Source: an optimization exercise on an open RTL-to-GDS flow (aim: small area and a short achievable clock period). Production flows keep margins and buffers that such runs may drop. No functional check of the RTL was part of this run. The clock port is modelled as an ideal driver; clocking choices that lean on that would not hold on a real chip.

$ cat design/flow/config.mk
export PLATFORM = sky130hd
export DESIGN_NAME = rrc_filter
export DESIGN_NICKNAME = rrc_filter
export VERILOG_FILES = /design/flow/design.v
export SDC_FILE = /design/flow/constraint.sdc
export NUM_CORES = 4
export LEC_CHECK = 0
export ABC_CLOCK_PERIOD_IN_PS = 800
export CAP_MARGIN = 20
export CORE_MARGIN = 2
export CORE_UTILIZATION = 70
export CTS_BUF_LIST = sky130_fd_sc_hd__clkbuf_16
export CTS_CLUSTER_DIAMETER = 90
export CTS_CLUSTER_SIZE = 32
export PLACE_DENSITY = 0.75
export SLEW_MARGIN = 20
export SYNTH_HIERARCHICAL = 1
$ cat design/flow/constraint.sdc
create_clock -name core_clock -period 10.5 [get_ports {clk}]
set_input_delay 2.1000 -clock core_clock [delete_from_list [all_inputs] [get_ports {clk}]]
set_output_delay 2.1000 -clock core_clock [all_outputs]
set_load 0.01 [all_outputs]
$ cat design/flow/design.v
module rrc_filter #(
	parameter WIDTH = 9
)(
	input logic clk,
	input logic rst,
	input logic signed [WIDTH-1:0] filter_in,
	output logic signed [WIDTH-1:0] filter_out
);
  logic [8:0] sr0, sr1, sr2, sr3, sr4, sr5, sr6, sr7, sr8, sr9, sr10, sr11, sr12, sr13, sr14, sr15, sr16, sr17, sr18, sr19, sr20, sr21, sr22, sr23, sr24, sr25, sr26, sr27;
  always_ff @(posedge clk or posedge rst) begin
    if (rst) begin
      sr0 <= 9'h000;
      sr1 <= 9'h000;
      sr2 <= 9'h000;
      sr3 <= 9'h000;
      sr4 <= 9'h000;
      sr5 <= 9'h000;
      sr6 <= 9'h000;
      sr7 <= 9'h000;
      sr8 <= 9'h000;
      sr9 <= 9'h000;
      sr10 <= 9'h000;
      sr11 <= 9'h000;
      sr12 <= 9'h000;
      sr13 <= 9'h000;
      sr14 <= 9'h000;
      sr15 <= 9'h000;
      sr16 <= 9'h000;
      sr17 <= 9'h000;
      sr18 <= 9'h000;
      sr19 <= 9'h000;
      sr20 <= 9'h000;
      sr21 <= 9'h000;
      sr22 <= 9'h000;
      sr23 <= 9'h000;
      sr24 <= 9'h000;
      sr25 <= 9'h000;
      sr26 <= 9'h000;
      sr27 <= 9'h000;
    end else begin
      sr0 <= filter_in;
      sr1 <= sr0;
      sr2 <= sr1;
      sr3 <= sr2;
      sr4 <= sr3;
      sr5 <= sr4;
      sr6 <= sr5;
      sr7 <= sr6;
      sr8 <= sr7;
      sr9 <= sr8;
      sr10 <= sr9;
      sr11 <= sr10;
      sr12 <= sr11;
      sr13 <= sr12;
      sr14 <= sr13;
      sr15 <= sr14;
      sr16 <= sr15;
      sr17 <= sr16;
      sr18 <= sr17;
      sr19 <= sr18;
      sr20 <= sr19;
      sr21 <= sr20;
      sr22 <= sr21;
      sr23 <= sr22;
      sr24 <= sr23;
      sr25 <= sr24;
      sr26 <= sr25;
      sr27 <= sr26;
    end
  end
  logic [9:0] t0;
  always_ff @(posedge clk or posedge rst) begin
    if (rst) t0 <= 10'd904;
    else t0 <= 10'd904 - {{1{filter_in[8]}}, filter_in};
  end
  logic [9:0] pv0;
  always_ff @(posedge clk or posedge rst) begin
    if (rst) pv0 <= 10'd0;
    else pv0 <= {sr11[8], sr11} + {sr13[8], sr13};
  end
  logic [30:0] cs3;
  logic [36:0] cs2;
  logic [37:0] cs1;
  wire n1 = ~sr26[0];
  wire s2, c3;
  rrc_fa u3 (.a(sr24[0]), .b(sr27[0]), .ci(n1), .s(s2), .co(c3));
  wire s4, c5;
  rrc_fa u5 (.a(sr16[0]), .b(sr18[0]), .ci(sr20[0]), .s(s4), .co(c5));
  wire s6, c7;
  rrc_fa u7 (.a(sr21[0]), .b(sr24[1]), .ci(sr27[1]), .s(s6), .co(c7));
  wire n8 = ~c3;
  wire s9, c10;
  rrc_fa u10 (.a(sr23[0]), .b(sr26[1]), .ci(n8), .s(s9), .co(c10));
  wire n11 = ~s6;
  wire s12, c13;
  rrc_fa u13 (.a(s4), .b(n11), .ci(s9), .s(s12), .co(c13));
  wire s14, c15;
  rrc_fa u15 (.a(sr15[0]), .b(sr16[1]), .ci(sr18[1]), .s(s14), .co(c15));
  wire s16, c17;
  rrc_fa u17 (.a(sr20[1]), .b(sr23[1]), .ci(sr26[2]), .s(s16), .co(c17));
  wire s18, c19;
  rrc_fa u19 (.a(sr21[1]), .b(sr24[2]), .ci(sr27[2]), .s(s18), .co(c19));
  wire n20 = ~c7;
  wire s21, c22;
  rrc_fa u22 (.a(c5), .b(n20), .ci(s14), .s(s21), .co(c22));
  wire n23 = ~s18;
  wire s24, c25;
  rrc_fa u25 (.a(s16), .b(n23), .ci(c10), .s(s24), .co(c25));
  wire s26, c27;
  rrc_fa u27 (.a(s21), .b(c13), .ci(s24), .s(s26), .co(c27));
  wire s28, c29;
  rrc_fa u29 (.a(sr15[1]), .b(sr16[0]), .ci(sr16[2]), .s(s28), .co(c29));
  wire s30, c31;
  rrc_fa u31 (.a(sr17[0]), .b(sr18[2]), .ci(sr20[2]), .s(s30), .co(c31));
  wire s32, c33;
  rrc_fa u33 (.a(sr18[0]), .b(sr21[2]), .ci(sr24[3]), .s(s32), .co(c33));
  wire n34 = ~sr27[3];
  wire s35, c36;
  rrc_fa u36 (.a(sr23[2]), .b(sr26[3]), .ci(n34), .s(s35), .co(c36));
  wire n37 = ~c19;
  wire s38, c39;
  rrc_fa u39 (.a(c15), .b(c17), .ci(n37), .s(s38), .co(c39));
  wire s40, c41;
  rrc_fa u41 (.a(s28), .b(s30), .ci(s35), .s(s40), .co(c41));
  wire n42 = ~s32;
  wire s43, c44;
  rrc_fa u44 (.a(n42), .b(c22), .ci(s38), .s(s43), .co(c44));
  wire s45, c46;
  rrc_fa u46 (.a(s40), .b(c25), .ci(s43), .s(s45), .co(c46));
  wire s47, c48;
  rrc_fa u48 (.a(sr15[2]), .b(sr16[1]), .ci(sr16[3]), .s(s47), .co(c48));
  wire s49, c50;
  rrc_fa u50 (.a(sr17[1]), .b(sr18[3]), .ci(sr20[3]), .s(s49), .co(c50));
  wire s51, c52;
  rrc_fa u52 (.a(sr18[1]), .b(sr21[3]), .ci(sr24[4]), .s(s51), .co(c52));
  wire n53 = ~sr27[4];
  wire s54, c55;
  rrc_fa u55 (.a(sr23[3]), .b(sr26[4]), .ci(n53), .s(s54), .co(c55));
  wire s56, c57;
  rrc_fa u57 (.a(c29), .b(c31), .ci(c36), .s(s56), .co(c57));
  wire s58, c59;
  rrc_fa u59 (.a(s47), .b(s49), .ci(s54), .s(s58), .co(c59));
  wire n60 = ~c39;
  wire s61, c62;
  rrc_fa u62 (.a(c33), .b(s51), .ci(n60), .s(s61), .co(c62));
  wire s63, c64;
  rrc_fa u64 (.a(c41), .b(s56), .ci(s58), .s(s63), .co(c64));
  wire n65 = ~s61;
  wire s66, c67;
  rrc_fa u67 (.a(c44), .b(n65), .ci(s63), .s(s66), .co(c67));
  wire s68, c69;
  rrc_fa u69 (.a(sr15[3]), .b(sr16[2]), .ci(sr16[4]), .s(s68), .co(c69));
  wire s70, c71;
  rrc_fa u71 (.a(sr17[2]), .b(sr18[4]), .ci(sr20[4]), .s(s70), .co(c71));
  wire s72, c73;
  rrc_fa u73 (.a(sr15[0]), .b(sr18[2]), .ci(sr21[4]), .s(s72), .co(c73));
  wire n74 = ~sr24[5];
  wire s75, c76;
  rrc_fa u76 (.a(sr23[4]), .b(sr26[5]), .ci(n74), .s(s75), .co(c76));
  wire s77, c78;
  rrc_fa u78 (.a(c48), .b(c50), .ci(c55), .s(s77), .co(c78));
  wire s79, c80;
  rrc_fa u80 (.a(sr27[5]), .b(c52), .ci(s72), .s(s79), .co(c80));
  wire s81, c82;
  rrc_fa u82 (.a(s68), .b(s70), .ci(s75), .s(s81), .co(c82));
  wire s83, c84;
  rrc_fa u84 (.a(c57), .b(c59), .ci(s77), .s(s83), .co(c84));
  wire n85 = ~s81;
  wire s86, c87;
  rrc_fa u87 (.a(s79), .b(n85), .ci(c62), .s(s86), .co(c87));
  wire n88 = ~s86;
  wire s89, c90;
  rrc_fa u90 (.a(c64), .b(s83), .ci(n88), .s(s89), .co(c90));
  wire s91, c92;
  rrc_fa u92 (.a(sr15[4]), .b(sr16[3]), .ci(sr16[5]), .s(s91), .co(c92));
  wire s93, c94;
  rrc_fa u94 (.a(sr17[3]), .b(sr18[5]), .ci(sr20[5]), .s(s93), .co(c94));
  wire s95, c96;
  rrc_fa u96 (.a(sr15[1]), .b(sr18[3]), .ci(sr21[5]), .s(s95), .co(c96));
  wire n97 = ~sr24[6];
  wire s98, c99;
  rrc_fa u99 (.a(sr23[5]), .b(sr26[6]), .ci(n97), .s(s98), .co(c99));
  wire s100, c101;
  rrc_fa u101 (.a(c69), .b(c71), .ci(c76), .s(s100), .co(c101));
  wire s102, c103;
  rrc_fa u103 (.a(sr27[6]), .b(c73), .ci(s95), .s(s102), .co(c103));
  wire s104, c105;
  rrc_fa u105 (.a(s91), .b(s93), .ci(s98), .s(s104), .co(c105));
  wire s106, c107;
  rrc_fa u107 (.a(c78), .b(c82), .ci(s100), .s(s106), .co(c107));
  wire n108 = ~s104;
  wire s109, c110;
  rrc_fa u110 (.a(c80), .b(s102), .ci(n108), .s(s109), .co(c110));
  wire n111 = ~s109;
  wire s112, c113;
  rrc_fa u113 (.a(c84), .b(s106), .ci(n111), .s(s112), .co(c113));
  wire s114, c115;
  rrc_fa u115 (.a(sr15[5]), .b(sr16[4]), .ci(sr16[6]), .s(s114), .co(c115));
  wire s116, c117;
  rrc_fa u117 (.a(sr17[4]), .b(sr18[6]), .ci(sr20[6]), .s(s116), .co(c117));
  wire s118, c119;
  rrc_fa u119 (.a(sr15[2]), .b(sr18[4]), .ci(sr21[6]), .s(s118), .co(c119));
  wire n120 = ~sr24[7];
  wire s121, c122;
  rrc_fa u122 (.a(sr23[6]), .b(sr26[7]), .ci(n120), .s(s121), .co(c122));
  wire s123, c124;
  rrc_fa u124 (.a(c92), .b(c94), .ci(c99), .s(s123), .co(c124));
  wire s125, c126;
  rrc_fa u126 (.a(sr27[7]), .b(c96), .ci(s118), .s(s125), .co(c126));
  wire s127, c128;
  rrc_fa u128 (.a(s114), .b(s116), .ci(s121), .s(s127), .co(c128));
  wire s129, c130;
  rrc_fa u130 (.a(c101), .b(c105), .ci(s123), .s(s129), .co(c130));
  wire n131 = ~s127;
  wire s132, c133;
  rrc_fa u133 (.a(c103), .b(s125), .ci(n131), .s(s132), .co(c133));
  wire n134 = ~c110;
  wire s135, c136;
  rrc_fa u136 (.a(c107), .b(s129), .ci(n134), .s(s135), .co(c136));
  wire s137, c138;
  rrc_fa u138 (.a(sr15[6]), .b(sr16[5]), .ci(sr16[7]), .s(s137), .co(c138));
  wire s139, c140;
  rrc_fa u140 (.a(sr17[5]), .b(sr18[7]), .ci(sr20[7]), .s(s139), .co(c140));
  wire s141, c142;
  rrc_fa u142 (.a(sr23[7]), .b(sr24[8]), .ci(sr27[8]), .s(s141), .co(c142));
  wire s143, c144;
  rrc_fa u144 (.a(sr15[3]), .b(sr18[5]), .ci(sr21[7]), .s(s143), .co(c144));
  wire s145, c146;
  rrc_fa u146 (.a(c115), .b(c117), .ci(c122), .s(s145), .co(c146));
  wire s147, c148;
  rrc_fa u148 (.a(sr26[8]), .b(c119), .ci(s143), .s(s147), .co(c148));
  wire s149, c150;
  rrc_fa u150 (.a(s137), .b(s139), .ci(s141), .s(s149), .co(c150));
  wire s151, c152;
  rrc_fa u152 (.a(c124), .b(c128), .ci(s145), .s(s151), .co(c152));
  wire n153 = ~s149;
  wire s154, c155;
  rrc_fa u155 (.a(c126), .b(s147), .ci(n153), .s(s154), .co(c155));
  wire n156 = ~c133;
  wire s157, c158;
  rrc_fa u158 (.a(c130), .b(s151), .ci(n156), .s(s157), .co(c158));
  wire s159, c160;
  rrc_fa u160 (.a(sr15[7]), .b(sr16[6]), .ci(sr17[6]), .s(s159), .co(c160));
  wire s161, c162;
  rrc_fa u162 (.a(sr15[4]), .b(sr16[8]), .ci(sr18[6]), .s(s161), .co(c162));
  wire s163, c164;
  rrc_fa u164 (.a(sr18[8]), .b(sr20[8]), .ci(sr23[8]), .s(s163), .co(c164));
  wire s165, c166;
  rrc_fa u166 (.a(sr21[8]), .b(c138), .ci(c140), .s(s165), .co(c166));
  wire n167 = ~c144;
  wire s168, c169;
  rrc_fa u169 (.a(c142), .b(n167), .ci(s159), .s(s168), .co(c169));
  wire n170 = ~c146;
  wire s171, c172;
  rrc_fa u172 (.a(s161), .b(s163), .ci(n170), .s(s171), .co(c172));
  wire n173 = ~c148;
  wire s174, c175;
  rrc_fa u175 (.a(c150), .b(s165), .ci(n173), .s(s174), .co(c175));
  wire n176 = ~s171;
  wire s177, c178;
  rrc_fa u178 (.a(s168), .b(c152), .ci(n176), .s(s177), .co(c178));
  wire s179, c180;
  rrc_fa u180 (.a(sr15[5]), .b(sr15[8]), .ci(sr18[7]), .s(s179), .co(c180));
  wire s181, c182;
  rrc_fa u182 (.a(sr16[7]), .b(sr17[7]), .ci(c160), .s(s181), .co(c182));
  wire s183, c184;
  rrc_fa u184 (.a(c162), .b(c164), .ci(s179), .s(s183), .co(c184));
  wire s185, c186;
  rrc_fa u186 (.a(c166), .b(c169), .ci(s181), .s(s185), .co(c186));
  wire n187 = ~c175;
  wire s188, c189;
  rrc_fa u189 (.a(s183), .b(c172), .ci(n187), .s(s188), .co(c189));
  wire s190, c191;
  rrc_fa u191 (.a(sr15[6]), .b(sr16[8]), .ci(sr17[8]), .s(s190), .co(c191));
  wire n192 = ~sr18[8];
  wire s193, c194;
  rrc_fa u194 (.a(n192), .b(c180), .ci(s190), .s(s193), .co(c194));
  wire n195 = ~c182;
  wire s196, c197;
  rrc_fa u197 (.a(n195), .b(c184), .ci(s193), .s(s196), .co(c197));
  wire n198 = ~c186;
  wire s199, c200;
  rrc_fa u200 (.a(n198), .b(s196), .ci(c189), .s(s199), .co(c200));
  wire s201, c202;
  rrc_fa u202 (.a(sr15[7]), .b(c191), .ci(c194), .s(s201), .co(c202));
  wire s203, c204;
  rrc_fa u204 (.a(cs3[1]), .b(sr11[0]), .ci(sr15[0]), .s(s203), .co(c204));
  wire s205, c206;
  rrc_fa u206 (.a(sr11[1]), .b(sr13[0]), .ci(sr15[1]), .s(s205), .co(c206));
  wire n207 = ~pv0[2];
  wire s208, c209;
  rrc_fa u209 (.a(n207), .b(cs3[2]), .ci(c204), .s(s208), .co(c209));
  wire s210, c211;
  rrc_fa u211 (.a(sr8[0]), .b(sr11[2]), .ci(sr13[1]), .s(s210), .co(c211));
  wire n212 = ~pv0[3];
  wire s213, c214;
  rrc_fa u214 (.a(sr15[2]), .b(n212), .ci(cs3[3]), .s(s213), .co(c214));
  wire s215, c216;
  rrc_fa u216 (.a(cs3[4]), .b(c206), .ci(s210), .s(s215), .co(c216));
  wire s217, c218;
  rrc_fa u218 (.a(s213), .b(c209), .ci(s215), .s(s217), .co(c218));
  wire s219, c220;
  rrc_fa u220 (.a(cs3[5]), .b(cs3[6]), .ci(sr8[1]), .s(s219), .co(c220));
  wire s221, c222;
  rrc_fa u222 (.a(sr11[3]), .b(sr13[2]), .ci(sr15[3]), .s(s221), .co(c222));
  wire s223, c224;
  rrc_fa u224 (.a(sr11[0]), .b(sr15[0]), .ci(pv0[0]), .s(s223), .co(c224));
  wire n225 = ~pv0[4];
  wire s226, c227;
  rrc_fa u227 (.a(n225), .b(c211), .ci(s219), .s(s226), .co(c227));
  wire n228 = ~s223;
  wire s229, c230;
  rrc_fa u230 (.a(s221), .b(c214), .ci(n228), .s(s229), .co(c230));
  wire s231, c232;
  rrc_fa u232 (.a(c216), .b(s226), .ci(s229), .s(s231), .co(c232));
  wire s233, c234;
  rrc_fa u234 (.a(sr8[2]), .b(sr11[4]), .ci(sr13[3]), .s(s233), .co(c234));
  wire s235, c236;
  rrc_fa u236 (.a(sr11[1]), .b(sr15[1]), .ci(pv0[1]), .s(s235), .co(c236));
  wire n237 = ~pv0[5];
  wire s238, c239;
  rrc_fa u239 (.a(sr15[4]), .b(n237), .ci(cs3[7]), .s(s238), .co(c239));
  wire s240, c241;
  rrc_fa u241 (.a(cs3[8]), .b(c220), .ci(c222), .s(s240), .co(c241));
  wire n242 = ~s233;
  wire s243, c244;
  rrc_fa u244 (.a(c224), .b(s235), .ci(n242), .s(s243), .co(c244));
  wire s245, c246;
  rrc_fa u246 (.a(s238), .b(c227), .ci(s240), .s(s245), .co(c246));
  wire n247 = ~s243;
  wire s248, c249;
  rrc_fa u249 (.a(c230), .b(n247), .ci(s245), .s(s248), .co(c249));
  wire s250, c251;
  rrc_fa u251 (.a(cs3[11]), .b(sr8[3]), .ci(sr11[5]), .s(s250), .co(c251));
  wire s252, c253;
  rrc_fa u253 (.a(sr13[0]), .b(sr13[4]), .ci(sr15[5]), .s(s252), .co(c253));
  wire s254, c255;
  rrc_fa u255 (.a(cs3[9]), .b(sr11[2]), .ci(sr15[2]), .s(s254), .co(c255));
  wire n256 = ~cs3[10];
  wire s257, c258;
  rrc_fa u258 (.a(pv0[2]), .b(pv0[6]), .ci(n256), .s(s257), .co(c258));
  wire n259 = ~c236;
  wire s260, c261;
  rrc_fa u261 (.a(c234), .b(n259), .ci(s250), .s(s260), .co(c261));
  wire n262 = ~s254;
  wire s263, c264;
  rrc_fa u264 (.a(s252), .b(c239), .ci(n262), .s(s263), .co(c264));
  wire n265 = ~c241;
  wire s266, c267;
  rrc_fa u267 (.a(s257), .b(n265), .ci(c244), .s(s266), .co(c267));
  wire s268, c269;
  rrc_fa u269 (.a(s260), .b(s263), .ci(c246), .s(s268), .co(c269));
  wire n270 = ~s266;
  wire s271, c272;
  rrc_fa u272 (.a(n270), .b(c249), .ci(s268), .s(s271), .co(c272));
  wire s273, c274;
  rrc_fa u274 (.a(cs3[13]), .b(sr8[4]), .ci(sr11[6]), .s(s273), .co(c274));
  wire s275, c276;
  rrc_fa u276 (.a(sr13[0]), .b(sr13[1]), .ci(sr13[5]), .s(s275), .co(c276));
  wire s277, c278;
  rrc_fa u278 (.a(cs3[12]), .b(sr11[3]), .ci(sr15[3]), .s(s277), .co(c278));
  wire n279 = ~pv0[3];
  wire s280, c281;
  rrc_fa u281 (.a(sr15[6]), .b(pv0[0]), .ci(n279), .s(s280), .co(c281));
  wire n282 = ~pv0[7];
  wire s283, c284;
  rrc_fa u284 (.a(n282), .b(cs3[14]), .ci(c251), .s(s283), .co(c284));
  wire n285 = ~c255;
  wire s286, c287;
  rrc_fa u287 (.a(c253), .b(n285), .ci(s273), .s(s286), .co(c287));
  wire n288 = ~s277;
  wire s289, c290;
  rrc_fa u290 (.a(s275), .b(s280), .ci(n288), .s(s289), .co(c290));
  wire n291 = ~c258;
  wire s292, c293;
  rrc_fa u293 (.a(n291), .b(c261), .ci(s283), .s(s292), .co(c293));
  wire s294, c295;
  rrc_fa u295 (.a(c264), .b(s286), .ci(s289), .s(s294), .co(c295));
  wire n296 = ~c267;
  wire s297, c298;
  rrc_fa u298 (.a(n296), .b(s292), .ci(s294), .s(s297), .co(c298));
  wire s299, c300;
  rrc_fa u300 (.a(cs3[16]), .b(sr8[5]), .ci(sr11[7]), .s(s299), .co(c300));
  wire s301, c302;
  rrc_fa u302 (.a(sr13[1]), .b(sr13[2]), .ci(sr13[6]), .s(s301), .co(c302));
  wire s303, c304;
  rrc_fa u304 (.a(sr11[4]), .b(sr15[4]), .ci(pv0[4]), .s(s303), .co(c304));
  wire n305 = ~pv0[8];
  wire s306, c307;
  rrc_fa u307 (.a(sr15[7]), .b(pv0[1]), .ci(n305), .s(s306), .co(c307));
  wire n308 = ~cs3[15];
  wire s309, c310;
  rrc_fa u310 (.a(cs3[17]), .b(n308), .ci(c274), .s(s309), .co(c310));
  wire n311 = ~c278;
  wire s312, c313;
  rrc_fa u313 (.a(c276), .b(c281), .ci(n311), .s(s312), .co(c313));
  wire s314, c315;
  rrc_fa u315 (.a(s299), .b(s301), .ci(s306), .s(s314), .co(c315));
  wire n316 = ~s303;
  wire s317, c318;
  rrc_fa u318 (.a(n316), .b(c284), .ci(c287), .s(s317), .co(c318));
  wire s319, c320;
  rrc_fa u320 (.a(s309), .b(c290), .ci(s312), .s(s319), .co(c320));
  wire s321, c322;
  rrc_fa u322 (.a(s314), .b(c293), .ci(s317), .s(s321), .co(c322));
  wire s323, c324;
  rrc_fa u324 (.a(c295), .b(s319), .ci(s321), .s(s323), .co(c324));
  wire s325, c326;
  rrc_fa u326 (.a(cs3[20]), .b(sr8[6]), .ci(sr13[2]), .s(s325), .co(c326));
  wire s327, c328;
  rrc_fa u328 (.a(sr13[3]), .b(sr13[7]), .ci(pv0[2]), .s(s327), .co(c328));
  wire s329, c330;
  rrc_fa u330 (.a(cs3[19]), .b(sr11[5]), .ci(sr11[8]), .s(s329), .co(c330));
  wire s331, c332;
  rrc_fa u332 (.a(sr15[5]), .b(sr15[8]), .ci(pv0[5]), .s(s331), .co(c332));
  wire s333, c334;
  rrc_fa u334 (.a(pv0[9]), .b(cs3[18]), .ci(cs3[21]), .s(s333), .co(c334));
  wire s335, c336;
  rrc_fa u336 (.a(c300), .b(c302), .ci(c307), .s(s335), .co(c336));
  wire s337, c338;
  rrc_fa u338 (.a(c304), .b(s329), .ci(s331), .s(s337), .co(c338));
  wire s339, c340;
  rrc_fa u340 (.a(s325), .b(s327), .ci(s333), .s(s339), .co(c340));
  wire s341, c342;
  rrc_fa u342 (.a(c310), .b(c313), .ci(c315), .s(s341), .co(c342));
  wire n343 = ~s337;
  wire s344, c345;
  rrc_fa u345 (.a(s335), .b(n343), .ci(s339), .s(s344), .co(c345));
  wire s346, c347;
  rrc_fa u347 (.a(c318), .b(c320), .ci(s341), .s(s346), .co(c347));
  wire s348, c349;
  rrc_fa u349 (.a(s344), .b(c322), .ci(s346), .s(s348), .co(c349));
  wire s350, c351;
  rrc_fa u351 (.a(cs3[22]), .b(cs3[23]), .ci(sr8[7]), .s(s350), .co(c351));
  wire s352, c353;
  rrc_fa u353 (.a(sr13[3]), .b(sr13[4]), .ci(pv0[3]), .s(s352), .co(c353));
  wire s354, c355;
  rrc_fa u355 (.a(sr11[6]), .b(sr13[8]), .ci(sr15[6]), .s(s354), .co(c355));
  wire s356, c357;
  rrc_fa u357 (.a(pv0[6]), .b(cs3[24]), .ci(c330), .s(s356), .co(c357));
  wire n358 = ~c332;
  wire s359, c360;
  rrc_fa u360 (.a(c326), .b(c328), .ci(n358), .s(s359), .co(c360));
  wire s361, c362;
  rrc_fa u362 (.a(s350), .b(s352), .ci(c334), .s(s361), .co(c362));
  wire n363 = ~c336;
  wire s364, c365;
  rrc_fa u365 (.a(s354), .b(n363), .ci(s356), .s(s364), .co(c365));
  wire n366 = ~c338;
  wire s367, c368;
  rrc_fa u368 (.a(s359), .b(n366), .ci(s361), .s(s367), .co(c368));
  wire n369 = ~s364;
  wire s370, c371;
  rrc_fa u371 (.a(c340), .b(c342), .ci(n369), .s(s370), .co(c371));
  wire s372, c373;
  rrc_fa u373 (.a(s367), .b(c345), .ci(c347), .s(s372), .co(c373));
  wire s374, c375;
  rrc_fa u375 (.a(sr13[4]), .b(sr13[5]), .ci(pv0[4]), .s(s374), .co(c375));
  wire s376, c377;
  rrc_fa u377 (.a(sr8[8]), .b(sr11[7]), .ci(sr15[7]), .s(s376), .co(c377));
  wire s378, c379;
  rrc_fa u379 (.a(pv0[7]), .b(cs3[25]), .ci(c355), .s(s378), .co(c379));
  wire s380, c381;
  rrc_fa u381 (.a(c351), .b(c353), .ci(s374), .s(s380), .co(c381));
  wire s382, c383;
  rrc_fa u383 (.a(s376), .b(c357), .ci(s378), .s(s382), .co(c383));
  wire s384, c385;
  rrc_fa u385 (.a(c360), .b(c362), .ci(s380), .s(s384), .co(c385));
  wire n386 = ~c368;
  wire s387, c388;
  rrc_fa u388 (.a(c365), .b(s382), .ci(n386), .s(s387), .co(c388));
  wire s389, c390;
  rrc_fa u390 (.a(sr11[8]), .b(sr13[5]), .ci(sr13[6]), .s(s389), .co(c390));
  wire s391, c392;
  rrc_fa u392 (.a(cs3[27]), .b(cs3[28]), .ci(pv0[8]), .s(s391), .co(c392));
  wire n393 = ~cs3[26];
  wire s394, c395;
  rrc_fa u395 (.a(sr15[8]), .b(pv0[5]), .ci(n393), .s(s394), .co(c395));
  wire n396 = ~c377;
  wire s397, c398;
  rrc_fa u398 (.a(c375), .b(n396), .ci(s389), .s(s397), .co(c398));
  wire n399 = ~s394;
  wire s400, c401;
  rrc_fa u401 (.a(s391), .b(n399), .ci(c379), .s(s400), .co(c401));
  wire n402 = ~c383;
  wire s403, c404;
  rrc_fa u404 (.a(c381), .b(s397), .ci(n402), .s(s403), .co(c404));
  wire n405 = ~s400;
  wire s406, c407;
  rrc_fa u407 (.a(n405), .b(c385), .ci(s403), .s(s406), .co(c407));
  wire s408, c409;
  rrc_fa u409 (.a(cs3[29]), .b(sr13[6]), .ci(sr13[7]), .s(s408), .co(c409));
  wire n410 = ~cs3[30];
  wire s411, c412;
  rrc_fa u412 (.a(pv0[6]), .b(pv0[9]), .ci(n410), .s(s411), .co(c412));
  wire n413 = ~c392;
  wire s414, c415;
  rrc_fa u415 (.a(c390), .b(n413), .ci(s408), .s(s414), .co(c415));
  wire s416, c417;
  rrc_fa u417 (.a(s411), .b(c395), .ci(c398), .s(s416), .co(c417));
  wire n418 = ~c401;
  wire s419, c420;
  rrc_fa u420 (.a(s414), .b(n418), .ci(s416), .s(s419), .co(c420));
  wire n421 = ~sr13[8];
  wire s422, c423;
  rrc_fa u423 (.a(sr13[7]), .b(pv0[7]), .ci(n421), .s(s422), .co(c423));
  wire s424, c425;
  rrc_fa u425 (.a(c409), .b(c412), .ci(s422), .s(s424), .co(c425));
  wire s426, c427;
  rrc_fa u427 (.a(c415), .b(s424), .ci(c417), .s(s426), .co(c427));
  wire n428 = ~sr13[8];
  wire s429, c430;
  rrc_fa u430 (.a(pv0[8]), .b(n428), .ci(c423), .s(s429), .co(c430));
  wire s431, c432;
  rrc_fa u432 (.a(c425), .b(s429), .ci(c427), .s(s431), .co(c432));
  wire s433, c434;
  rrc_fa u434 (.a(cs2[0]), .b(cs2[1]), .ci(sr2[0]), .s(s433), .co(c434));
  wire s435, c436;
  rrc_fa u436 (.a(cs2[3]), .b(sr0[1]), .ci(sr3[0]), .s(s435), .co(c436));
  wire s437, c438;
  rrc_fa u438 (.a(sr6[0]), .b(sr8[0]), .ci(sr10[0]), .s(s437), .co(c438));
  wire s439, c440;
  rrc_fa u440 (.a(cs2[2]), .b(sr2[1]), .ci(sr5[0]), .s(s439), .co(c440));
  wire n441 = ~c434;
  wire s442, c443;
  rrc_fa u443 (.a(n441), .b(s435), .ci(s437), .s(s442), .co(c443));
  wire s444, c445;
  rrc_fa u445 (.a(cs2[4]), .b(sr0[2]), .ci(sr3[1]), .s(s444), .co(c445));
  wire s446, c447;
  rrc_fa u447 (.a(sr6[1]), .b(sr8[1]), .ci(sr10[1]), .s(s446), .co(c447));
  wire n448 = ~sr11[0];
  wire s449, c450;
  rrc_fa u450 (.a(sr2[2]), .b(sr5[1]), .ci(n448), .s(s449), .co(c450));
  wire s451, c452;
  rrc_fa u452 (.a(cs2[5]), .b(c436), .ci(c438), .s(s451), .co(c452));
  wire n453 = ~c440;
  wire s454, c455;
  rrc_fa u455 (.a(n453), .b(s444), .ci(s446), .s(s454), .co(c455));
  wire n456 = ~s449;
  wire s457, c458;
  rrc_fa u458 (.a(n456), .b(c443), .ci(s451), .s(s457), .co(c458));
  wire s459, c460;
  rrc_fa u460 (.a(sr0[3]), .b(sr3[2]), .ci(sr6[2]), .s(s459), .co(c460));
  wire s461, c462;
  rrc_fa u462 (.a(sr8[2]), .b(sr10[0]), .ci(sr10[2]), .s(s461), .co(c462));
  wire s463, c464;
  rrc_fa u464 (.a(sr2[3]), .b(sr5[2]), .ci(sr8[0]), .s(s463), .co(c464));
  wire s465, c466;
  rrc_fa u466 (.a(sr11[1]), .b(cs2[6]), .ci(c445), .s(s465), .co(c466));
  wire n467 = ~c450;
  wire s468, c469;
  rrc_fa u469 (.a(c447), .b(n467), .ci(s459), .s(s468), .co(c469));
  wire n470 = ~s463;
  wire s471, c472;
  rrc_fa u472 (.a(s461), .b(n470), .ci(c452), .s(s471), .co(c472));
  wire s473, c474;
  rrc_fa u474 (.a(s465), .b(c455), .ci(s468), .s(s473), .co(c474));
  wire s475, c476;
  rrc_fa u476 (.a(s471), .b(c458), .ci(s473), .s(s475), .co(c476));
  wire s477, c478;
  rrc_fa u478 (.a(cs2[7]), .b(cs2[8]), .ci(sr0[4]), .s(s477), .co(c478));
  wire s479, c480;
  rrc_fa u480 (.a(sr3[3]), .b(sr6[3]), .ci(sr8[3]), .s(s479), .co(c480));
  wire s481, c482;
  rrc_fa u482 (.a(sr10[1]), .b(sr10[3]), .ci(sr11[2]), .s(s481), .co(c482));
  wire s483, c484;
  rrc_fa u484 (.a(sr2[4]), .b(sr5[3]), .ci(sr8[1]), .s(s483), .co(c484));
  wire n485 = ~c464;
  wire s486, c487;
  rrc_fa u487 (.a(c460), .b(c462), .ci(n485), .s(s486), .co(c487));
  wire s488, c489;
  rrc_fa u489 (.a(s477), .b(s479), .ci(s481), .s(s488), .co(c489));
  wire n490 = ~s483;
  wire s491, c492;
  rrc_fa u492 (.a(n490), .b(c466), .ci(c469), .s(s491), .co(c492));
  wire s493, c494;
  rrc_fa u494 (.a(s486), .b(s488), .ci(c472), .s(s493), .co(c494));
  wire s495, c496;
  rrc_fa u496 (.a(c474), .b(s491), .ci(s493), .s(s495), .co(c496));
  wire s497, c498;
  rrc_fa u498 (.a(sr0[5]), .b(sr3[4]), .ci(sr6[4]), .s(s497), .co(c498));
  wire s499, c500;
  rrc_fa u500 (.a(sr8[4]), .b(sr10[2]), .ci(sr10[4]), .s(s499), .co(c500));
  wire s501, c502;
  rrc_fa u502 (.a(sr2[5]), .b(sr5[4]), .ci(sr8[2]), .s(s501), .co(c502));
  wire n503 = ~sr11[0];
  wire s504, c505;
  rrc_fa u505 (.a(sr11[3]), .b(n503), .ci(cs2[9]), .s(s504), .co(c505));
  wire s506, c507;
  rrc_fa u507 (.a(cs2[10]), .b(c478), .ci(c480), .s(s506), .co(c507));
  wire n508 = ~c484;
  wire s509, c510;
  rrc_fa u510 (.a(c482), .b(n508), .ci(s497), .s(s509), .co(c510));
  wire n511 = ~s501;
  wire s512, c513;
  rrc_fa u513 (.a(s499), .b(n511), .ci(s504), .s(s512), .co(c513));
  wire s514, c515;
  rrc_fa u515 (.a(c487), .b(c489), .ci(s506), .s(s514), .co(c515));
  wire s516, c517;
  rrc_fa u517 (.a(s509), .b(s512), .ci(c492), .s(s516), .co(c517));
  wire s518, c519;
  rrc_fa u519 (.a(s514), .b(c494), .ci(s516), .s(s518), .co(c519));
  wire s520, c521;
  rrc_fa u521 (.a(sr0[6]), .b(sr3[5]), .ci(sr6[5]), .s(s520), .co(c521));
  wire s522, c523;
  rrc_fa u523 (.a(sr8[5]), .b(sr10[3]), .ci(sr10[5]), .s(s522), .co(c523));
  wire s524, c525;
  rrc_fa u525 (.a(sr2[6]), .b(sr5[5]), .ci(sr8[3]), .s(s524), .co(c525));
  wire n526 = ~sr11[1];
  wire s527, c528;
  rrc_fa u528 (.a(sr11[4]), .b(n526), .ci(cs2[11]), .s(s527), .co(c528));
  wire n529 = ~c502;
  wire s530, c531;
  rrc_fa u531 (.a(c498), .b(c500), .ci(n529), .s(s530), .co(c531));
  wire s532, c533;
  rrc_fa u533 (.a(s520), .b(s522), .ci(c505), .s(s532), .co(c533));
  wire n534 = ~s524;
  wire s535, c536;
  rrc_fa u536 (.a(n534), .b(s527), .ci(c507), .s(s535), .co(c536));
  wire s537, c538;
  rrc_fa u538 (.a(c510), .b(s530), .ci(c513), .s(s537), .co(c538));
  wire s539, c540;
  rrc_fa u540 (.a(s532), .b(s535), .ci(c515), .s(s539), .co(c540));
  wire s541, c542;
  rrc_fa u542 (.a(s537), .b(c517), .ci(s539), .s(s541), .co(c542));
  wire s543, c544;
  rrc_fa u544 (.a(cs2[14]), .b(sr0[7]), .ci(sr3[6]), .s(s543), .co(c544));
  wire s545, c546;
  rrc_fa u546 (.a(sr6[6]), .b(sr8[6]), .ci(sr10[4]), .s(s545), .co(c546));
  wire s547, c548;
  rrc_fa u548 (.a(sr2[7]), .b(sr5[6]), .ci(sr8[4]), .s(s547), .co(c548));
  wire n549 = ~sr11[2];
  wire s550, c551;
  rrc_fa u551 (.a(sr10[6]), .b(sr11[5]), .ci(n549), .s(s550), .co(c551));
  wire s552, c553;
  rrc_fa u553 (.a(cs2[12]), .b(cs2[13]), .ci(c521), .s(s552), .co(c553));
  wire n554 = ~c525;
  wire s555, c556;
  rrc_fa u556 (.a(c523), .b(n554), .ci(s543), .s(s555), .co(c556));
  wire s557, c558;
  rrc_fa u558 (.a(s545), .b(c528), .ci(s550), .s(s557), .co(c558));
  wire n559 = ~s547;
  wire s560, c561;
  rrc_fa u561 (.a(n559), .b(c531), .ci(s552), .s(s560), .co(c561));
  wire s562, c563;
  rrc_fa u563 (.a(c533), .b(s555), .ci(s557), .s(s562), .co(c563));
  wire s564, c565;
  rrc_fa u565 (.a(c536), .b(s560), .ci(c538), .s(s564), .co(c565));
  wire s566, c567;
  rrc_fa u567 (.a(cs2[15]), .b(cs2[16]), .ci(sr2[8]), .s(s566), .co(c567));
  wire s568, c569;
  rrc_fa u569 (.a(sr3[7]), .b(sr6[7]), .ci(sr8[7]), .s(s568), .co(c569));
  wire s570, c571;
  rrc_fa u571 (.a(sr10[5]), .b(sr10[7]), .ci(sr11[6]), .s(s570), .co(c571));
  wire s572, c573;
  rrc_fa u573 (.a(sr0[8]), .b(sr5[7]), .ci(sr8[5]), .s(s572), .co(c573));
  wire s574, c575;
  rrc_fa u575 (.a(c544), .b(c546), .ci(c551), .s(s574), .co(c575));
  wire s576, c577;
  rrc_fa u577 (.a(sr11[3]), .b(c548), .ci(s572), .s(s576), .co(c577));
  wire s578, c579;
  rrc_fa u579 (.a(s566), .b(s568), .ci(s570), .s(s578), .co(c579));
  wire s580, c581;
  rrc_fa u581 (.a(c553), .b(c556), .ci(s574), .s(s580), .co(c581));
  wire n582 = ~s576;
  wire s583, c584;
  rrc_fa u584 (.a(c558), .b(s578), .ci(n582), .s(s583), .co(c584));
  wire s585, c586;
  rrc_fa u586 (.a(c561), .b(s580), .ci(c563), .s(s585), .co(c586));
  wire s587, c588;
  rrc_fa u588 (.a(sr5[8]), .b(sr10[6]), .ci(sr11[7]), .s(s587), .co(c588));
  wire s589, c590;
  rrc_fa u590 (.a(sr3[8]), .b(sr6[8]), .ci(sr8[6]), .s(s589), .co(c590));
  wire s591, c592;
  rrc_fa u592 (.a(sr8[8]), .b(sr10[8]), .ci(sr11[4]), .s(s591), .co(c592));
  wire s593, c594;
  rrc_fa u594 (.a(cs2[17]), .b(cs2[18]), .ci(c567), .s(s593), .co(c594));
  wire n595 = ~c573;
  wire s596, c597;
  rrc_fa u597 (.a(c569), .b(c571), .ci(n595), .s(s596), .co(c597));
  wire n598 = ~s587;
  wire s599, c600;
  rrc_fa u600 (.a(s589), .b(s591), .ci(n598), .s(s599), .co(c600));
  wire s601, c602;
  rrc_fa u602 (.a(c575), .b(s593), .ci(c579), .s(s601), .co(c602));
  wire n603 = ~s596;
  wire s604, c605;
  rrc_fa u605 (.a(c577), .b(n603), .ci(s599), .s(s604), .co(c605));
  wire s606, c607;
  rrc_fa u607 (.a(c581), .b(s601), .ci(c584), .s(s606), .co(c607));
  wire s608, c609;
  rrc_fa u609 (.a(cs2[19]), .b(cs2[21]), .ci(sr10[7]), .s(s608), .co(c609));
  wire s610, c611;
  rrc_fa u611 (.a(sr8[7]), .b(sr11[5]), .ci(sr11[8]), .s(s610), .co(c611));
  wire n612 = ~c590;
  wire s613, c614;
  rrc_fa u614 (.a(cs2[20]), .b(c588), .ci(n612), .s(s613), .co(c614));
  wire n615 = ~s608;
  wire s616, c617;
  rrc_fa u617 (.a(c592), .b(s610), .ci(n615), .s(s616), .co(c617));
  wire s618, c619;
  rrc_fa u619 (.a(c594), .b(c597), .ci(s613), .s(s618), .co(c619));
  wire n620 = ~c602;
  wire s621, c622;
  rrc_fa u622 (.a(c600), .b(s616), .ci(n620), .s(s621), .co(c622));
  wire n623 = ~c605;
  wire s624, c625;
  rrc_fa u625 (.a(s618), .b(n623), .ci(c607), .s(s624), .co(c625));
  wire s626, c627;
  rrc_fa u627 (.a(cs2[22]), .b(cs2[23]), .ci(cs2[25]), .s(s626), .co(c627));
  wire s628, c629;
  rrc_fa u629 (.a(cs2[24]), .b(sr10[8]), .ci(sr11[6]), .s(s628), .co(c629));
  wire n630 = ~c611;
  wire s631, c632;
  rrc_fa u632 (.a(sr8[8]), .b(c609), .ci(n630), .s(s631), .co(c632));
  wire n633 = ~s628;
  wire s634, c635;
  rrc_fa u635 (.a(s626), .b(n633), .ci(c614), .s(s634), .co(c635));
  wire n636 = ~c617;
  wire s637, c638;
  rrc_fa u638 (.a(s631), .b(n636), .ci(c619), .s(s637), .co(c638));
  wire n639 = ~c622;
  wire s640, c641;
  rrc_fa u641 (.a(s634), .b(n639), .ci(s637), .s(s640), .co(c641));
  wire n642 = ~cs2[27];
  wire s643, c644;
  rrc_fa u644 (.a(cs2[26]), .b(sr11[7]), .ci(n642), .s(s643), .co(c644));
  wire n645 = ~c627;
  wire s646, c647;
  rrc_fa u647 (.a(c629), .b(n645), .ci(s643), .s(s646), .co(c647));
  wire n648 = ~s646;
  wire s649, c650;
  rrc_fa u650 (.a(c632), .b(c635), .ci(n648), .s(s649), .co(c650));
  wire s651, c652;
  rrc_fa u652 (.a(cs2[30]), .b(sr11[8]), .ci(cs2[28]), .s(s651), .co(c652));
  wire n653 = ~c644;
  wire s654, c655;
  rrc_fa u655 (.a(cs2[29]), .b(s651), .ci(n653), .s(s654), .co(c655));
  wire n656 = ~c647;
  wire s657, c658;
  rrc_fa u658 (.a(n656), .b(s654), .ci(c650), .s(s657), .co(c658));
  wire s659, c660;
  rrc_fa u660 (.a(cs2[31]), .b(cs2[32]), .ci(c652), .s(s659), .co(c660));
  wire n661 = ~cs2[34];
  wire s662, c663;
  rrc_fa u663 (.a(cs2[35]), .b(cs2[36]), .ci(n661), .s(s662), .co(c663));
  wire n664 = ~cs1[1];
  wire n665 = ~cs1[2];
  wire n666 = ~cs1[20];
  wire n667 = ~t0[9];
  wire n668 = ~cs1[23];
  wire s669, c670;
  rrc_ha u670 (.a(cs1[13]), .b(cs1[14]), .s(s669), .co(c670));
  wire s671, c672;
  rrc_ha u672 (.a(cs1[17]), .b(cs1[18]), .s(s671), .co(c672));
  wire s673, c674;
  rrc_ha u674 (.a(cs1[21]), .b(cs1[22]), .s(s673), .co(c674));
  wire s675, c676;
  rrc_ha u676 (.a(cs1[16]), .b(cs1[15]), .s(s675), .co(c676));
  wire s677, c678;
  rrc_fa u678 (.a(cs1[19]), .b(t0[8]), .ci(c670), .s(s677), .co(c678));
  wire s679, c680;
  rrc_fa u680 (.a(n666), .b(n667), .ci(s673), .s(s679), .co(c680));
  wire s681, c682;
  rrc_fa1 u682 (.a(cs1[24]), .b(n668), .s(s681), .co(c682));
  wire n683 = ~cs1[31];
  wire s684, c685;
  rrc_ha u685 (.a(cs1[0]), .b(t0[0]), .s(s684), .co(c685));
  wire s686, c687;
  rrc_fa u687 (.a(t0[1]), .b(n665), .ci(cs1[3]), .s(s686), .co(c687));
  wire s688, c689;
  rrc_fa u689 (.a(cs1[5]), .b(t0[2]), .ci(cs1[4]), .s(s688), .co(c689));
  wire s690, c691;
  rrc_ha u691 (.a(cs1[6]), .b(t0[3]), .s(s690), .co(c691));
  wire s692, c693;
  rrc_fa u693 (.a(cs1[8]), .b(t0[4]), .ci(cs1[7]), .s(s692), .co(c693));
  wire s694, c695;
  rrc_fa u695 (.a(t0[5]), .b(cs1[9]), .ci(cs1[10]), .s(s694), .co(c695));
  wire s696, c697;
  rrc_fa u697 (.a(cs1[11]), .b(cs1[12]), .ci(t0[6]), .s(s696), .co(c697));
  wire s698, c699;
  rrc_fa u699 (.a(t0[7]), .b(s669), .ci(s675), .s(s698), .co(c699));
  wire s700, c701;
  rrc_fa u701 (.a(c676), .b(s671), .ci(s677), .s(s700), .co(c701));
  wire s702, c703;
  rrc_fa u703 (.a(c672), .b(c678), .ci(s679), .s(s702), .co(c703));
  wire s704, c705;
  rrc_fa u705 (.a(c674), .b(s681), .ci(c680), .s(s704), .co(c705));
  wire s706, c707;
  rrc_fa u707 (.a(cs1[25]), .b(cs1[26]), .ci(c682), .s(s706), .co(c707));
  wire s708, c709;
  rrc_fa u709 (.a(cs1[29]), .b(cs1[27]), .ci(cs1[28]), .s(s708), .co(c709));
  wire n710 = ~cs1[30];
  wire s711, c712;
  rrc_fa u712 (.a(cs1[32]), .b(cs1[33]), .ci(n683), .s(s711), .co(c712));
  wire s713, c714;
  rrc_fa u714 (.a(cs1[34]), .b(cs1[35]), .ci(cs1[31]), .s(s713), .co(c714));
  wire n715 = ~cs1[36];
  always_ff @(posedge clk or posedge rst) begin
    if (rst) cs3 <= 31'b0000111001001101100010110011101;
    else cs3 <= {c202, sr15[8], c200, s201, c197, s199, s188, c178, s185, s177, c158, c155, s174, s157, c136, s154, s135, c113, s132, c90, s112, c87, s89, c67, s66, c46, s45, c27, s26, s12, s2};
  end
  always_ff @(posedge clk or posedge rst) begin
    if (rst) cs2 <= 37'b0001110110110000011111100000110000001;
    else cs2 <= {c432, c430, pv0[9], s431, s426, c420, c407, s419, c404, s406, c388, c373, s387, c371, s384, s372, c349, s370, s348, c324, s323, c298, c272, s297, c269, s271, s248, c232, s231, c218, s217, s208, s205, s203, pv0[1], pv0[0], cs3[0]};
  end
  always_ff @(posedge clk or posedge rst) begin
    if (rst) cs1 <= 38'b01110101111001110111101010101010011010;
    else cs1 <= {c663, s662, c660, cs2[33], c658, c655, s659, s657, c641, s649, c638, s640, c625, s624, s621, s606, c586, s604, s585, c565, s583, c542, s564, c540, s562, s541, c519, s518, c496, s495, c476, s475, s457, s454, s442, s439, s433, sr0[0]};
  end
  wire [18:0] fa_ = {1'b1, cs1[37], n715, s713, s711, n710, s708, s706, s704, s702, s700, s698, s696, s694, s692, s690, s688, s686, n664};
  wire [18:0] fb_ = {1'b0, cs1[36], c714, c712, cs1[30], c709, c707, c705, c703, c701, c699, c697, c695, c693, c691, c689, c687, c685, s684};
  wire [18:0] sum_ = fa_ + fb_;
  wire ovf_ = (sum_[18] != sum_[16]) || (sum_[17] != sum_[16]);
  wire [8:0] y_ = ovf_ ? (sum_[18] ? 9'h100 : 9'h0ff) : sum_[16:8];
  always_ff @(posedge clk or posedge rst) begin
    if (rst) filter_out <= 9'd0;
    else filter_out <= y_;
  end
endmodule
module rrc_fa (input logic a, input logic b, input logic ci, output logic s, output logic co);
  assign s = a ^ b ^ ci;
  assign co = (a & b) | (a & ci) | (b & ci);
endmodule
module rrc_carry8 (input logic [7:0] a, input logic [7:0] b, output logic co);
  wire [8:0] t = {1'b0, a} + {1'b0, b};
  assign co = t[8];
endmodule
module rrc_hsat (input logic [10:0] a, input logic [10:0] b, input logic ci, output logic [8:0] y);
  wire [11:0] t2 = {a, ci} + {b, ci};
  wire [10:0] t = t2[11:1];
  wire ovf = (t[10] != t[8]) || (t[9] != t[8]);
  assign y = ovf ? (t[10] ? 9'h100 : 9'h0ff) : t[8:0];
endmodule
module rrc_fa1 (input logic a, input logic b, output logic s, output logic co);
  assign s = ~(a ^ b);
  assign co = a | b;
endmodule
module rrc_ha (input logic a, input logic b, output logic s, output logic co);
  assign s = a ^ b;
  assign co = a & b;
endmodule
$ cat design/flow/flow/run.sh
#!/bin/bash
# Own layout flow: the standard ORFS flow (standard.sh, unchanged synthesis), with
#  - timing repair aimed below the design's period (SETUP_SLACK_MARGIN; the SDC is unchanged),
#  - port buffers of a normal buffer cell rather than the smallest one,
#  - after CTS, the clock port drives the tree's branch buffers directly, split in two (flow/flatten_clock_root.tcl).
# Each step's full log is kept by ORFS under orfs/logs/; make's own output goes to flow.log.
set -uo pipefail
here=$(pwd)
bash standard.sh SETUP_SLACK_MARGIN=7.5 "BUFFER_PORTS_ARGS=-buffer_cell sky130_fd_sc_hd__buf_2" \
  "POST_CTS_TCL=$here/flow/flatten_clock_root.tcl" finish > flow.log 2>&1
$ cat design/flow/flow/flatten_clock_root.tcl
# POST_CTS hook. CTS builds root buffer -> branch buffers -> leaf buffers -> registers.
# 1. Drop the root buffer: the clock port then feeds the branch buffers directly.
set block [ord::get_db_block]
set clknet [$block findNet clk]

proc loads_of {net} {
  set l {}
  foreach it [$net getITerms] { if {[$it isInputSignal]} { lappend l $it } }
  return $l
}
proc out_net {inst} {
  foreach it [$inst getITerms] { if {[$it isOutputSignal]} { return [$it getNet] } }
  return ""
}

set roots [loads_of $clknet]
puts "clock hook: clock port feeds [llength $roots] cell(s)"
if {[llength $roots] == 1} {
  set root [[lindex $roots 0] getInst]
  set out [out_net $root]
  set loads [loads_of $out]
  if {[llength $loads] <= 4 && [llength $loads] > 0} {
    foreach it $loads {
      set pname "[[$it getInst] getName]/[[$it getMTerm] getName]"
      disconnect_pin [$out getName] $pname
      connect_pin clk $pname
    }
    set rname [$root getName]
    set oname [$out getName]
    delete_instance $rname
    delete_net $oname
    puts "clock hook: removed root $rname"
  }
}

set branches [loads_of $clknet]
set nsplit [expr {4 / max(1, [llength $branches])}]
if {[llength $branches] <= 2} {
  set k 0
  foreach bit $branches {
    set b [$bit getInst]
    set bnet [out_net $b]
    set leaves [loads_of $bnet]
    if {[llength $leaves] < 4} continue
    # split the leaves in two halves along the wider spread of their positions
    set pts {}
    foreach it $leaves {
      set li [$it getInst]
      set loc [$li getLocation]
      lappend pts [list $it [lindex $loc 0] [lindex $loc 1]]
    }
    set xs [lmap p $pts {lindex $p 1}]
    set ys [lmap p $pts {lindex $p 2}]
    set dx [expr {[tcl::mathfunc::max {*}$xs] - [tcl::mathfunc::min {*}$xs]}]
    set dy [expr {[tcl::mathfunc::max {*}$ys] - [tcl::mathfunc::min {*}$ys]}]
    set idx [expr {$dx >= $dy ? 1 : 2}]
    set pts [lsort -integer -index $idx $pts]
    set half [expr {[llength $pts] / 2}]
    set moved [lrange $pts $half end]
    set master [[$b getMaster] getName]
    set nname "clkhook_split_${k}"
    set netname "clkhook_net_${k}"
    incr k
    set newnet [odb::dbNet_create $block $netname]
    $newnet setSigType CLOCK
    set inst [odb::dbInst_create $block [[ord::get_db] findMaster $master] $nname]
    set sx 0; set sy 0
    foreach p $moved { set sx [expr {$sx + [lindex $p 1]}]; set sy [expr {$sy + [lindex $p 2]}] }
    set n [llength $moved]
    $inst setLocation [expr {$sx / $n}] [expr {$sy / $n}]
    $inst setPlacementStatus PLACED
    [$inst findITerm A] connect $clknet
    [$inst findITerm X] connect $newnet
    foreach p $moved {
      set it [lindex $p 0]
      $it disconnect
      $it connect $newnet
    }
    # move the original branch buffer to the centroid of the leaves it keeps
    set sx 0; set sy 0
    set kept [lrange $pts 0 [expr {$half - 1}]]
    foreach p $kept { set sx [expr {$sx + [lindex $p 1]}]; set sy [expr {$sy + [lindex $p 2]}] }
    set n [llength $kept]
    $b setLocation [expr {$sx / $n}] [expr {$sy / $n}]
    puts "clock hook: split [$b getName] ([llength $leaves] leaves) into two"
  }
  detailed_placement
  check_placement -verbose
}
estimate_parasitics -placement
report_clock_latency
$ cat design/flow/standard.sh
#!/bin/bash
# synth_recipe.tcl (not shown) runs the flow's synth.tcl, then flattens the netlist and writes it again
# the make line also repeats each setting of config.mk as NAME=value (left out here)
make -C /OpenROAD-flow-scripts/flow DESIGN_CONFIG=/design/flow/config.mk WORK_HOME=/design/flow/orfs CLKGATE_MAP_FILE= SYNTH_SCRIPT=/design/flow/synth_recipe.tcl "${@:-finish}"
==> results.py <==
metrics = {
    "synthesis": {
        "synth_seq_cells": 384,
        "synth_top_area_cell": "dfrtp_1",
        "netlist_area_sq_um": 17500,
        "yosysTopAreaCellShare_pct": 46.7,
        "ys_warn_count": 7,
        "async_flop_share_pct": 100,
        "synthesis.nets": 1320,
        "ys.flop_type": "dfrtp_1",
        "synth_edf_count": 0,
        "synth-seq-area-share_pct": 55.4,
        "avgSynthCellArea_sq_um": 17.8,
        "synth.distinct_cells": 47,
        "ys_top_cells_by_area": "dfrtp_1, fa_1, dfstp_2",
        "synthCells": 979,
    },
    "worst_setup_path": {
        "startpoint_type": "flip-flop",
        "critPathCaptureType": "flip-flop",
        "rr_worst_depth": 11,
        "rrSetupSlack_ns": 7.16,
        "path_class": "reg2reg",
        "worstPathMaxFanout": 6,
        "timing.rr.end": "filter_out[6]",
        "cp.required_ns": 10.71,
        "critPathArrivalTime_ns": 3.56,
        "reg2reg_from": "cs1[13]",
    },
    "finish": {
        "final_net_count": 1379,
        "final_common_cell": "dfrtp_1",
        "final_layout_size_suffix_gt1_share_pct": 18.2,
        "antenna_cells": 0,
        "mostFrequentLayoutCells": "dfrtp_1, fa_1, inv_1",
        "finalNonFillerCells": 1372,
        "fin_area_sq_um": 19000,
        "syn_to_final_growth_pct": 8.89,
    },
    "timing": {
        "drv_slew": 0,
        "tns_ns": 0,
        "relSlewSlack_pct": 50.5,
        "fin_skew_ns": 0.0321,
        "setup_viol": 0,
        "hold_viol": 0,
        "max_slew.worst_pin.slew_ns": 0.739,
        "finalCriticalPeriod_ns": 3.34,
        "grt_setup_unrepaired": "true",
        "clock.fmax_mhz": 299,
        "finalCritPeriodShare_pct": 31.8,
        "holdWs_ns": 0.345,
    },
    "floorplan": {
        "coreArea_sq_um": 24400,
        "design.portCount": 20,
        "die_h_um": 162,
        "initial_core_util_pct": 71.6,
        "die_w_um": 162,
        "dieArea_sq_um": 26200,
        "rows": 57,
    },
    "cts": {
        "clk_latency_ns": 0.33,
        "cts.sinks": 384,
        "clkTransAtPathRegs_ns": 0.12,
        "cts_tree": "yes",
    },
    "global_routing": {
        "antenna_found_initial": 1,
        "grt_max_degree": 147,
        "grt_pass1_vias": 9006,
        "grt_pass1_wl_mm": 48.8,
        "grt_overflow": 0,
        "grt.total_usage_pct": 25.0,
    },
    "route": {
        "drtPass1Iterations": 4,
        "routed_wl_mm": 30.4,
        "post-route-drc-count": 0,
        "via_count": 7523,
        "top_layer": "met4",
        "via_per_inst": 5.48,
        "wl_per_cell_um": 22.2,
        "wl_met3_um": 835,
        "initialDrtViolationCount": 482,
        "antenna_left": 0,
        "wl_met2_mm": 16.0,
        "met1Wirelength_mm": 13.0,
    },
    "placement": {
        "place_hpwl_mm": 22.4,
        "globalplace.congestion": 0.865,
        "placed_cell_area_sq_um": 18100,
        "place_inst": 1323,
        "io_buffer_count": 19,
    },
    "hold_path": {
        "hold_path.class": "reg2reg",
        "holdPathEnd": "sr23[8]",
        "hold_depth": 0,
        "min_from": "sr22[8]",
    },
    "flow_run": {
        "maxCapViolCount": 0,
    },
    "run_status": {
        "status": "finished clean",
    },
}
==> metal layers <==
metal  GRT usage (%)  vias up
li1                -     3123
met3            3.14       35
met4            5.03        0
met5               0        -
met2            43.0      132
met1            36.1     4233
==> Yosys stat by module (local to each module, per instance) <==
module | flops+latches | cell area (sq um) | copies in the design
rrc_filter | 384 | 11500 | 1
rrc_fa1 | 0 | 27.5 | 1
rrc_fa | 0 | 20.0 | 295
rrc_ha | 0 | 12.5 | 6
==> state kept, by name, indices dropped and copies added (netlist names), 10 cells and up <==
| name | cells |
|---|---|
| cs1 | 37 |
| pv0 | 10 |
| cs2 | 37 |
| cs3 | 31 |
==> stage by stage <==
step	setup WS [ns]	utilization (%)
after floorplan	3.29	-
after detailed placement	6.44	74.1
final	7.16	78.0
after global routing	7.00	78.0
after global placement	6.55	74.1
==> logic make-up after synthesis <==
kind of cell	synth area share [%]
AO/OA/AOI/OAI	3.01
adder cells (fa/ha/maj)	36.4
AND/OR/NAND/NOR	1.09
buffers and inverters	2.87
flip-flops	55.4
XOR/XNOR	1.21
==> area by class of cell, without the clock buffers <==
cell class              instances  area [sq um]
inverters                     127           485
clock inverters                11          70.1
flip-flops and latches        384          9710
well taps                     324           405
fillers                      1348          5380
plain buffers                   2          50.0
multi-input cells             465          7530
repair buffers                 43           363
==> critical path, cell delays in order (launching register included) <==
cell	delay (ns)
dfstp_2	0.58
ha_4	0.14
fa_1	0.42
fa_1	0.54
ha_4	0.24
a21oi_4	0.15
nand2b_1	0.11
o31ai_4	0.33
a21oi_2	0.14
o21ba_4	0.26
o21ai_4	0.23
a21oi_2	0.09
==> worst max-delay path by stage <==
| stage | startpoint | end | slack (ns) | depth (start not counted) |
|---|---|---|---|---|
| 6_report | cs1[13] | filter_out[6] | 7.16 | 11 |
| 5_1_grt | cs1[22] | filter_out[4] | 7.00 | 11 |
| 3_5_place_dp | rst | sr26[0] | 6.44 | 4 |
| 3_3_place_gp | rst | sr23[1] | 6.55 | 4 |
| 2_1_floorplan | rst | cs1[10] | 3.29 | 1 |
==> Yosys cell counts (6+ instances only) <==
library cell / n
ha_1: 34
nand2_1: 9
xor2_1: 9
nor2_1: 6
inv_1: 126
a21o_1: 7
dfrtp_1: 326
dfstp_2: 58
a21oi_1: 25
nor3_1: 8
o21ai_0: 8
fa_1: 296
xnor2_1: 12

==> afterwards: timing with drivers on the ports <==
The results above use ideal ports. As a check the final layout listed here was re-extracted and re-timed, cells and wires unchanged. Step 1, drivers: a clkbuf_16 drives clk and a buf_2 each remaining input, both assumed. Step 2 adds t to the input delays and takes it off the output delays; t is the mean of the earliest and latest rising clock arrival at the registers after step 1. Input paths then give back, and output paths get back, about the clock's delay inside the block. Slacks: ideal ports / drivers / drivers and shift; pairs: ideal ports / drivers.
t, ns: 0.416
slack for setup (ns): 7.158 / 7.158 / 7.158
pins driven straight from the clock port: 4
After both steps setup and hold are still met in this run. For this run, drivers alone change the setup slack by 0.000 ns; drivers and shift together by 0.000 ns.
